From an optimization exercise on the open Yosys and OpenROAD flow, aimed at small area; shortcuts taken in it are not production practice. Power is estimated from default activity; no workload was simulated.

==> inputs of v15 <==
==> flow/design.v <==
module m_sequence_generator (
    input  wire clk_2m,
    input  wire rst_n,
    input  wire step,
    output reg  m_seq_out
);
reg [7:0] lfsr;
wire feedback = lfsr[7] ^ lfsr[3] ^ lfsr[2] ^ lfsr[1];
always @(posedge clk_2m or negedge rst_n) begin
    if (!rst_n) begin
        lfsr      <= 8'b10101010;
        m_seq_out <= 1'b0;
    end else if (step) begin
        lfsr      <= {lfsr[6:0], feedback};
        m_seq_out <= lfsr[7];
    end
end
endmodule
module dpll_clock_recovery (
    input  wire clk_2m,
    input  wire rst_n,
    input  wire pulse_edge,      
    input  wire gate_done,       
    input  wire m_seq_in,
    output reg  recovered_clk,
    output reg  locked
);
reg [30:0] acc;
reg [30:0] INIT_INC;
reg        gate_done_d;
wire [30:0] acc_next = (gate_done_d ? 31'd0 : acc) + (pulse_edge ? 31'd2147 : 31'd0);
always @(posedge clk_2m or negedge rst_n) begin
    if (!rst_n) begin
        acc         <= 31'd0;
        INIT_INC    <= 31'd0;
        gate_done_d <= 1'b0;
    end else begin
        gate_done_d <= gate_done;
        if (!gate_done)
            acc <= acc_next;
        if (gate_done_d)
            INIT_INC <= acc;
    end
end
reg [1:0] m_seq_delay;
always @(posedge clk_2m) m_seq_delay <= {m_seq_delay[0], m_seq_in};
wire edge_detected = m_seq_delay[1] ^ m_seq_delay[0];
reg [15:0] phase_now, phase_diff, phase_error;
reg signed [21:0] int_error;      
reg [31:0] dco_phase;
reg [31:0] dco_increment;
reg [7:0]  lock_counter;
wire signed [15:0] pe_s = phase_error;
wire signed [21:0] int_sum = int_error + (pe_s >>> 2);
wire int_hi = int_error > 22'sd1048575;
wire int_lo = int_error < -22'sd1048575;
wire signed [23:0] int5 = int_error * 24'sd5;
wire [23:0] i_term = {{8{int5[23]}}, int5[23:8]};
wire [31:0] inc_next = {1'b0, INIT_INC} + {16'b0, phase_error} + {8'b0, i_term};
wire pe_small = (pe_s < 16'sd50) && (pe_s > -16'sd50);
always @(posedge clk_2m or negedge rst_n) begin
    if (!rst_n) begin
        phase_now     <= 16'd0;
        phase_diff    <= 16'd0;
        phase_error   <= 16'd0;
        int_error     <= 22'sd0;
        dco_phase     <= 32'd0;
        dco_increment <= 32'd0;
        lock_counter  <= 8'd0;
        recovered_clk <= 1'b0;
        locked        <= 1'b0;
    end else begin
        if (edge_detected) begin
            phase_now   <= dco_phase[31:16];
            phase_diff  <= phase_now;
            phase_error <= phase_diff;
            if (int_hi)
                int_error <= 22'sd1048575;
            else if (int_lo)
                int_error <= -22'sd1048575;
            else
                int_error <= int_sum;
            dco_increment <= inc_next;
            if (pe_small) begin
                if (lock_counter != 8'hFF)
                    lock_counter <= lock_counter + 1'b1;
            end else begin
                if (lock_counter != 8'h00)
                    lock_counter <= lock_counter - 1'b1;
            end
        end
        dco_phase     <= dco_phase + dco_increment;
        recovered_clk <= dco_phase[31];
        locked        <= (lock_counter > 8'd32);
    end
end
endmodule
module display (
    input  wire       sys_clk,
    input  wire       rst_n,
    input  wire       pulse_edge,
    input  wire       gate_done,
    output wire       dot,
    output reg  [3:0] DCBA,
    output reg  [5:0] w_out
);
reg [23:0] pulse_bcd;    
reg [23:0] freq_bcd;     
reg [23:0] bcd_inc;
reg        carry;
integer k;
always @(*) begin
    carry = 1'b1;
    for (k = 0; k < 6; k = k + 1) begin
        if (carry && pulse_bcd[4*k +: 4] == 4'd9) begin
            bcd_inc[4*k +: 4] = 4'd0;
        end else begin
            bcd_inc[4*k +: 4] = pulse_bcd[4*k +: 4] + {3'b0, carry};
            carry = 1'b0;
        end
    end
end
always @(posedge sys_clk or negedge rst_n) begin
    if (!rst_n) begin
        pulse_bcd <= 24'd0;
        freq_bcd  <= 24'd0;
    end else begin
        if (gate_done) begin
            freq_bcd  <= pulse_bcd;
            pulse_bcd <= 24'd0;
        end else if (pulse_edge) begin
            pulse_bcd <= bcd_inc;
        end
    end
end
localparam [10:0] SCAN_FIRST = 11'h066;
localparam [10:0] SCAN_LAST  = 11'h533;
reg [10:0] scan_cnt;
reg [2:0]  scan_sel;
wire       scan_hit = (scan_cnt == SCAN_LAST);
always @(posedge sys_clk or negedge rst_n) begin
    if (!rst_n) begin
        scan_cnt <= SCAN_FIRST;
        scan_sel <= 3'd0;
    end else begin
        scan_cnt <= {scan_cnt[9:0], scan_cnt[10] ^ scan_cnt[8]} ^ {1'b0, scan_hit, 9'b0};
        if (scan_hit)
            scan_sel <= scan_sel + 1'b1;
    end
end
assign dot = 1'b1;
always @(*) begin
    case (scan_sel)
        3'd0: begin w_out = 6'b111110; DCBA = freq_bcd[23:20]; end
        3'd1: begin w_out = 6'b111101; DCBA = freq_bcd[19:16]; end
        3'd2: begin w_out = 6'b111011; DCBA = freq_bcd[15:12]; end
        3'd3: begin w_out = 6'b110111; DCBA = freq_bcd[11:8];  end
        3'd4: begin w_out = 6'b101111; DCBA = freq_bcd[7:4];   end
        3'd5: begin w_out = 6'b011111; DCBA = freq_bcd[3:0];   end
        default: begin w_out = 6'b111111; DCBA = 4'd0; end
    endcase
end
endmodule
module top (
    input  wire       clk_2m,
    input  wire       clk_10k,
    input  wire       rst_n,
    output wire       m_seq_out,
    output wire       sys_clk_out,
    output wire       locked,
    output wire [3:0] DCBA,
    output wire [5:0] w_out,
    output wire       dot
);
reg sync0, sync1;
always @(posedge clk_2m or negedge rst_n) begin
    if (!rst_n) begin
        sync0 <= 1'b0;
        sync1 <= 1'b0;
    end else begin
        sync0 <= clk_10k;
        sync1 <= sync0;
    end
end
wire rise = sync0 & ~sync1;
localparam [20:0] GATE_FIRST = 21'h0bf6b1;
localparam [20:0] GATE_LAST  = 21'h11fb58;
reg [20:0] gate_cnt;
reg        gate_done;
wire       gate_hit = (gate_cnt == GATE_LAST);
always @(posedge clk_2m or negedge rst_n) begin
    if (!rst_n) begin
        gate_cnt  <= GATE_FIRST;
        gate_done <= 1'b0;
    end else begin
        gate_cnt  <= {gate_cnt[19:0], gate_cnt[20] ^ gate_cnt[18]} ^ {1'b0, gate_hit, 19'b0};
        gate_done <= gate_hit;
    end
end
m_sequence_generator m_seq_gen (
    .clk_2m(clk_2m),
    .rst_n(rst_n),
    .step(rise),
    .m_seq_out(m_seq_out)
);
dpll_clock_recovery dpll_clock_recovery (
    .clk_2m(clk_2m),
    .rst_n(rst_n),
    .pulse_edge(rise),
    .gate_done(gate_done),
    .m_seq_in(m_seq_out),
    .recovered_clk(sys_clk_out),
    .locked(locked)
);
display display (
    .sys_clk(clk_2m),
    .rst_n(rst_n),
    .pulse_edge(rise),
    .gate_done(gate_done),
    .dot(dot),
    .DCBA(DCBA),
    .w_out(w_out)
);
endmodule
==> flow/run.sh <==
#!/bin/bash
# synth_recipe.tcl (not shown) runs the flow's synth.tcl, then flattens the netlist and writes it again
# the make line also repeats each setting of config.mk as NAME=value (left out here)
make -C /OpenROAD-flow-scripts/flow DESIGN_CONFIG=/design/flow/config.mk WORK_HOME=/design/flow/orfs CLKGATE_MAP_FILE= SYNTH_SCRIPT=/design/flow/synth_recipe.tcl finish
==> flow/config.mk <==
export PLATFORM = sky130hd
export DESIGN_NAME = top
export DESIGN_NICKNAME = top
export VERILOG_FILES = /design/flow/design.v
export SDC_FILE = /design/flow/constraint.sdc
export NUM_CORES = 4
export LEC_CHECK = 0
export CAP_MARGIN = 20
export CORE_MARGIN = 2
export CORE_UTILIZATION = 40
export SLEW_MARGIN = 20
==> flow/constraint.sdc <==
create_clock -name core_clock -period 40.0 [get_ports {clk_2m}]
set_input_delay 8.0000 -clock core_clock [delete_from_list [all_inputs] [get_ports {clk_2m}]]
set_output_delay 8.0000 -clock core_clock [all_outputs]
set_load 0.01 [all_outputs]
==> inputs of v26, as changes to v15 <==
--- a/flow/design.v
+++ b/flow/design.v
@@ -26,20 +26,29 @@
     output reg  locked
 );
+parameter KP = 8'h10;    
+parameter KI = 8'h05;    
 reg [30:0] acc;
 reg [30:0] INIT_INC;
 reg        gate_done_d;
-wire [30:0] acc_next = (gate_done_d ? 31'd0 : acc) + (pulse_edge ? 31'd2147 : 31'd0);
-always @(posedge clk_2m or negedge rst_n) begin
-    if (!rst_n) begin
-        acc         <= 31'd0;
-        INIT_INC    <= 31'd0;
+wire       cnt = pulse_edge & ~gate_done;
+wire load_all = ~rst_n;
+wire acc_clr  = gate_done_d | load_all;
+wire [30:0] acc_next;
+rca #(31) acc_add (
+    .a(acc & {31{~acc_clr}}),
+    .b({19'd0, cnt, 4'd0, cnt, cnt, 3'd0, cnt, cnt}),    
+    .ci(1'b0),
+    .s(acc_next)
+);
+always @(posedge clk_2m or negedge rst_n) begin
+    if (!rst_n)
         gate_done_d <= 1'b0;
-    end else begin
+    else
         gate_done_d <= gate_done;
-        if (!gate_done)
-            acc <= acc_next;
-        if (gate_done_d)
-            INIT_INC <= acc;
-    end
+end
+always @(posedge clk_2m) begin
+    acc <= acc_next;
+    if (acc_clr)
+        INIT_INC <= acc;
 end
 reg [1:0] m_seq_delay;
@@ -47,24 +56,62 @@
 wire edge_detected = m_seq_delay[1] ^ m_seq_delay[0];
 reg [15:0] phase_now, phase_diff, phase_error;
-reg signed [21:0] int_error;      
+reg [21:0] int_error;      
 reg [31:0] dco_phase;
 reg [31:0] dco_increment;
 reg [7:0]  lock_counter;
-wire signed [15:0] pe_s = phase_error;
-wire signed [21:0] int_sum = int_error + (pe_s >>> 2);
-wire int_hi = int_error > 22'sd1048575;
-wire int_lo = int_error < -22'sd1048575;
-wire signed [23:0] int5 = int_error * 24'sd5;
+wire [21:0] int_sum;
+rca #(22) int_add (
+    .a(int_error),
+    .b({{8{phase_error[15]}}, phase_error[15:2]}),
+    .ci(1'b0),
+    .s(int_sum)
+);
+wire int_hi = ~int_error[21] & int_error[20];
+wire int_lo = int_error[21] & (~int_error[20] | ~|int_error[19:0]);
+wire [21:0] int_next = int_hi ? 22'h0FFFFF :
+                       int_lo ? 22'h300001 : int_sum;
+wire [23:0] int_sx = {{2{int_error[21]}}, int_error};
+wire [23:0] int5;
+rca #(24) int5_add (
+    .a(int_sx),
+    .b({int_sx[21:0], 2'b00}),
+    .ci(1'b0),
+    .s(int5)
+);
 wire [23:0] i_term = {{8{int5[23]}}, int5[23:8]};
-wire [31:0] inc_next = {1'b0, INIT_INC} + {16'b0, phase_error} + {8'b0, i_term};
-wire pe_small = (pe_s < 16'sd50) && (pe_s > -16'sd50);
-always @(posedge clk_2m or negedge rst_n) begin
-    if (!rst_n) begin
-        phase_now     <= 16'd0;
-        phase_diff    <= 16'd0;
-        phase_error   <= 16'd0;
-        int_error     <= 22'sd0;
+wire [24:0] pi_sum;
+rca #(25) pi_add (
+    .a({1'b0, i_term}),
+    .b({9'd0, phase_error}),
+    .ci(1'b0),
+    .s(pi_sum)
+);
+wire [31:0] inc_next;
+rca #(32) inc_add (
+    .a({1'b0, INIT_INC}),
+    .b({7'd0, pi_sum}),
+    .ci(1'b0),
+    .s(inc_next)
+);
+wire pe_small = phase_error[15] ? (phase_error > 16'hFFCE) : (phase_error < 16'd50);
+wire lc_sat = pe_small ? (&lock_counter) : ~|lock_counter;
+wire [7:0] lc_next;
+rca #(8) lc_add (
+    .a(lock_counter),
+    .b({{7{~pe_small}}, 1'b1}),
+    .ci(1'b0),
+    .s(lc_next)
+);
+wire [31:0] phase_next;
+rca #(32) nco_add (
+    .a(dco_phase),
+    .b(dco_increment),
+    .ci(1'b0),
+    .s(phase_next)
+);
+always @(posedge clk_2m or negedge rst_n) begin
+    if (!rst_n) begin
+        int_error     <= 22'd0;
         dco_phase     <= 32'd0;
-        dco_increment <= 32'd0;
         lock_counter  <= 8'd0;
         recovered_clk <= 1'b0;
@@ -72,25 +119,19 @@
     end else begin
         if (edge_detected) begin
-            phase_now   <= dco_phase[31:16];
-            phase_diff  <= phase_now;
-            phase_error <= phase_diff;
-            if (int_hi)
-                int_error <= 22'sd1048575;
-            else if (int_lo)
-                int_error <= -22'sd1048575;
-            else
-                int_error <= int_sum;
-            dco_increment <= inc_next;
-            if (pe_small) begin
-                if (lock_counter != 8'hFF)
-                    lock_counter <= lock_counter + 1'b1;
-            end else begin
-                if (lock_counter != 8'h00)
-                    lock_counter <= lock_counter - 1'b1;
-            end
+            int_error <= int_next;
+            if (!lc_sat)
+                lock_counter <= lc_next;
         end
-        dco_phase     <= dco_phase + dco_increment;
+        dco_phase     <= phase_next;
         recovered_clk <= dco_phase[31];
         locked        <= (lock_counter > 8'd32);
+    end
+end
+always @(posedge clk_2m) begin
+    if (edge_detected | load_all) begin
+        phase_now     <= dco_phase[31:16];
+        phase_diff    <= phase_now;
+        phase_error   <= phase_diff;
+        dco_increment <= inc_next;
     end
 end
@@ -107,30 +148,28 @@
 reg [23:0] pulse_bcd;    
 reg [23:0] freq_bcd;     
-reg [23:0] bcd_inc;
-reg        carry;
-integer k;
-always @(*) begin
-    carry = 1'b1;
-    for (k = 0; k < 6; k = k + 1) begin
-        if (carry && pulse_bcd[4*k +: 4] == 4'd9) begin
-            bcd_inc[4*k +: 4] = 4'd0;
-        end else begin
-            bcd_inc[4*k +: 4] = pulse_bcd[4*k +: 4] + {3'b0, carry};
-            carry = 1'b0;
-        end
-    end
-end
+wire        clr = gate_done | ~rst_n;
+wire [6:0]  carry;
+wire [23:0] bcd_next;
+assign carry[0] = pulse_edge;
+genvar k;
+generate
+    for (k = 0; k < 6; k = k + 1) begin : digit
+        wire [3:0] d = pulse_bcd[4*k +: 4];
+        wire [3:0] n;
+        assign n[0] = ~d[0];
+        assign n[1] = ~d[3] & (d[1] ^ d[0]);
+        assign n[2] = d[2] ^ (d[1] & d[0]);
+        assign n[3] = (d[2] & d[1] & d[0]) | (d[3] & ~d[0]);
+        assign carry[k+1] = carry[k] & d[3] & d[0];
+        assign bcd_next[4*k +: 4] = clr ? 4'd0 : carry[k] ? n : d;
+    end
+endgenerate
+always @(posedge sys_clk)
+    pulse_bcd <= bcd_next;
 always @(posedge sys_clk or negedge rst_n) begin
-    if (!rst_n) begin
-        pulse_bcd <= 24'd0;
-        freq_bcd  <= 24'd0;
-    end else begin
-        if (gate_done) begin
-            freq_bcd  <= pulse_bcd;
-            pulse_bcd <= 24'd0;
-        end else if (pulse_edge) begin
-            pulse_bcd <= bcd_inc;
-        end
-    end
+    if (!rst_n)
+        freq_bcd <= 24'd0;
+    else if (gate_done)
+        freq_bcd <= pulse_bcd;
 end
 localparam [10:0] SCAN_FIRST = 11'h066;
@@ -223,2 +262,20 @@
 );
 endmodule
+module rca #(
+    parameter W = 8
+) (
+    input  wire [W-1:0] a,
+    input  wire [W-1:0] b,
+    input  wire         ci,
+    output wire [W-1:0] s
+);
+wire [W:0] c;
+assign c[0] = ci;
+genvar i;
+generate
+    for (i = 0; i < W; i = i + 1) begin : bit_
+        assign s[i]   = a[i] ^ b[i] ^ c[i];
+        assign c[i+1] = (a[i] & b[i]) | (c[i] & (a[i] ^ b[i]));
+    end
+endgenerate
+endmodule
Settings changed: CTS_BUF_LIST set to sky130_fd_sc_hd__clkbuf_8, CTS_CLUSTER_DIAMETER set to 50, CTS_CLUSTER_SIZE set to 20.
==> comparison table <==
Outcome: v26 no timing/DRC/antenna violations; v15 no timing/DRC/antenna violations
Required time at the worst-slack endpoint: v26 40.44 ns; v15 32.00 ns
Clock buffers created by TritonCTS: v26 35; v15 37
Fin util: v26 45.07%; v15 45.30%
Basic-gate share of the synthesized area counting and, or, nand and nor cells: v26 6.780%; v15 15.85%
Async set-or-reset flop fraction in the synthesized netlist: v26 44.74%; v15 99.34%
Crit path depth: v26 41; v15 4
Synthesized instance count: v26 968; v15 1843
Tap cell count: v26 448; v15 585
Post-route non-filler standard cell count: v26 1474; v15 2461
LEAKAGE: v26 0.006643 uW; v15 0.009763 uW
Overall power consumption: v26 704.6 uW; v15 695.4 uW
Global routing met2 resource utilization: v26 20.89%; v15 27.88%
GRT Total Usage: v26 12.96%; v15 17.08%
Count of routing violations after the opening detailed-route iteration: v26 371; v15 764
Most frequent cell after synthesis: v26 inv_1; v15 nand2_1
Maximum achievable frequency: v26 70.01 MHz; v15 92.27 MHz
WL met3: v26 682 um; v15 1326 um
Maximum fanout along the worst path: v26 32; v15 16
Core region area: v26 33620 sq um; v15 43270 sq um
Share of the yosys chip area belonging to registers: v26 57.88%; v15 43.21%
No functional check of the RTL was part of any run of this note.

[afterwards: timing with drivers on the ports]
Ports are ideal in the flow. The routed layouts listed here were re-timed in OpenROAD. Step 1, drivers: a clkbuf_16 drives clk_2m and a buf_2 each remaining input, both assumed. Step 2, shift: input delay + t, output delay - t, t = (earliest + latest rising clock arrival at the registers) / 2. This alone moves slack from input paths to output paths. Slacks: ideal / step 1 / step 2; pairs: ideal / step 1.
| run | t, ns | slack for setup (ns) | clock arrival spread, ns |
|---|---|---|---|
| v15 | 0.598 | 29.162 / 29.108 / 29.706 | 0.021 / 0.020 |
| v26 | 0.571 | 25.715 / 25.729 / 25.158 | 0.030 / 0.030 |
After both steps every run listed still meets setup and hold. For v26, which loses most, drivers alone change the setup slack by +0.014 ns; drivers and shift together by -0.557 ns.
